Context: an optimization exercise on an open-source flow, tuned for small area. The choices shown serve that exercise and are no tape-out recipe.
The RTL was checked by simulation tests, not by an equivalence proof against the original design.
Power and IR drop assume default switching activity.

wip/indigo:
==> flow/design.v (excerpt) <==
module tms9900(
    input clk, 
    input reset,
    output [15:0] addr_out,
    input  [15:0] data_in,
    output [15:0] data_out,
    output reg rd,
    output reg wr,
    output reg rd_now,
    input  cache_hit,
    input  use_ready,
    input  ready,
    output reg iaq,
    output reg as,
    input  int_req,
    input [3:0] ic03,
    output reg int_ack,
    input  cruin,
    output reg cruout,
    output cruclk,
    input  hold,
    output reg holda,
    input [7:0] waits,
    output reg stuck,
    output [15:0] ir_out,
    output [15:0] pc_ir_out,
    output [15:0] pc_ir_out2     
);
clock: 10.0 ns
lec_check: 0
cap_margin: 0
core_margin: 2
core_utilization: 45
place_density: 0.65
slew_margin: 0
standard.sh (not shown) runs the stock make flow with config.mk's settings and CLKGATE_MAP_FILE= SYNTH_SCRIPT=/design/flow/synth_recipe.tcl, a recipe that flattens the netlist after the stock synthesis.
==> flow/flow/run.sh <==
#!/bin/bash
# The standard layout, with a small buffer (buf_1) instead of the default on every
# input and output port. Every tool's output goes to standard_flow.log here; ORFS's
# own per-step logs stay under orfs/logs/.
set -euo pipefail
export BUFFER_PORTS_ARGS="-buffer_cell sky130_fd_sc_hd__buf_1"
bash standard.sh "BUFFER_PORTS_ARGS=-buffer_cell sky130_fd_sc_hd__buf_1" finish > standard_flow.log 2>&1
The flow for wip/indigo finished, though final verification flagged capacitance limit, slew limit.
Relative to wip/indigo, the following input files were edited for wip/raven:
# wip/indigo
export LEC_CHECK = 0
export CAP_MARGIN = 0
export CORE_MARGIN = 2
export CORE_UTILIZATION = 45
export PLACE_DENSITY = 0.65
export SLEW_MARGIN = 0
create_clock -name core_clock -period 10.0 [get_ports {clk}]
# wip/raven
export LEC_CHECK = 0
export CAP_MARGIN = 20
export CORE_MARGIN = 2
export CORE_UTILIZATION = 45
export PLACE_DENSITY = 0.65
export SLEW_MARGIN = 20
create_clock -name core_clock -period 10.0 [get_ports {clk}]
==> flow/run.sh (new file) <==
#!/bin/bash
# synth_recipe.tcl (not shown) runs the flow's synth.tcl, then flattens the netlist and writes it again
# the make line also repeats each setting of config.mk as NAME=value (left out here)
make -C /OpenROAD-flow-scripts/flow DESIGN_CONFIG=/design/flow/config.mk WORK_HOME=/design/flow/orfs CLKGATE_MAP_FILE= SYNTH_SCRIPT=/design/flow/synth_recipe.tcl finish
removed: flow/flow/run.sh
removed: flow/standard.sh
### Flow results
wip/raven finished all stages; the layout is clean.
wip/raven: portion of total power attributed to combinational logic 0.6 points above wip/indigo
Going from wip/indigo to wip/raven, count of clock-buffer cells in the layout shrank by more than 10%.
On sequential power, the higher figure sits with wip/indigo, not wip/raven.
wip/raven vs. wip/indigo: maximum vdd drop went down by 20%.
From wip/indigo to wip/raven the numbers moved as follows: setup slack has decreased, multi-input combinational area share has decreased, total instance count after detailed placement has remained practically unchanged.
Changes observed in wip/raven relative to wip/indigo: relative area change from synthesis to final layout went up by 3.4 points, clock network power share essentially unchanged, combinational power picked up an extra about 1%.
#### Input delta (wip/umber over wip/raven)
==> flow/flow/run.sh (new file) <==
#!/bin/bash
# The standard layout, with a small buffer (buf_1) instead of the default on every
# input and output port. Every tool's output goes to standard_flow.log here; ORFS's
# own per-step logs stay under orfs/logs/.
set -euo pipefail
export BUFFER_PORTS_ARGS="-buffer_cell sky130_fd_sc_hd__buf_1"
bash standard.sh "BUFFER_PORTS_ARGS=-buffer_cell sky130_fd_sc_hd__buf_1" finish > standard_flow.log 2>&1
==> flow/standard.sh (new file) <==
#!/bin/bash
# synth_recipe.tcl (not shown) runs the flow's synth.tcl, then flattens the netlist and writes it again
# the make line also repeats each setting of config.mk as NAME=value (left out here)
make -C /OpenROAD-flow-scripts/flow DESIGN_CONFIG=/design/flow/config.mk WORK_HOME=/design/flow/orfs CLKGATE_MAP_FILE= SYNTH_SCRIPT=/design/flow/synth_recipe.tcl "${@:-finish}"
removed: flow/run.sh
### Flow results
No stage failed in wip/umber, and the final checks on the layout all came back clean.
wip/umber against wip/raven: proportion of layout cells with a drive suffix above 1 went down by 0.22 points; mean cell area of the mapped netlist was more or less identical; total vias in the final route went up by about 0.4%; initial antenna violation count went down by 2.

==> re-timing with driven ports <==
The flow's constraints put no driver on any port. The routed layouts listed below were extracted and timed again, unchanged, in two steps.
Step 1 sets driving cells, clkbuf_16 on the clock port and buf_2 on the other inputs (assumed; they add their load-dependent delay and slew).
Step 2, shift: input delay + t, output delay - t, t = (earliest + latest rising clock arrival at the registers) / 2. This alone moves slack from input paths to output paths.
a / b / c = ideal ports / drivers / drivers and shift; a / b = the first two.
| run | t, ns | setup slack, ns | worst slew at a driven data input, ns | cell pins on the clock port's net |
|---|---|---|---|---|
| wip/indigo | 0.639 | 1.186 / 1.186 / 1.186 | 0.04 | 1 |
| wip/raven | 0.648 | 1.014 / 1.014 / 1.014 | 0.06 | 1 |
| wip/umber | 0.639 | 1.054 / 1.054 / 1.054 | 0.04 | 1 |
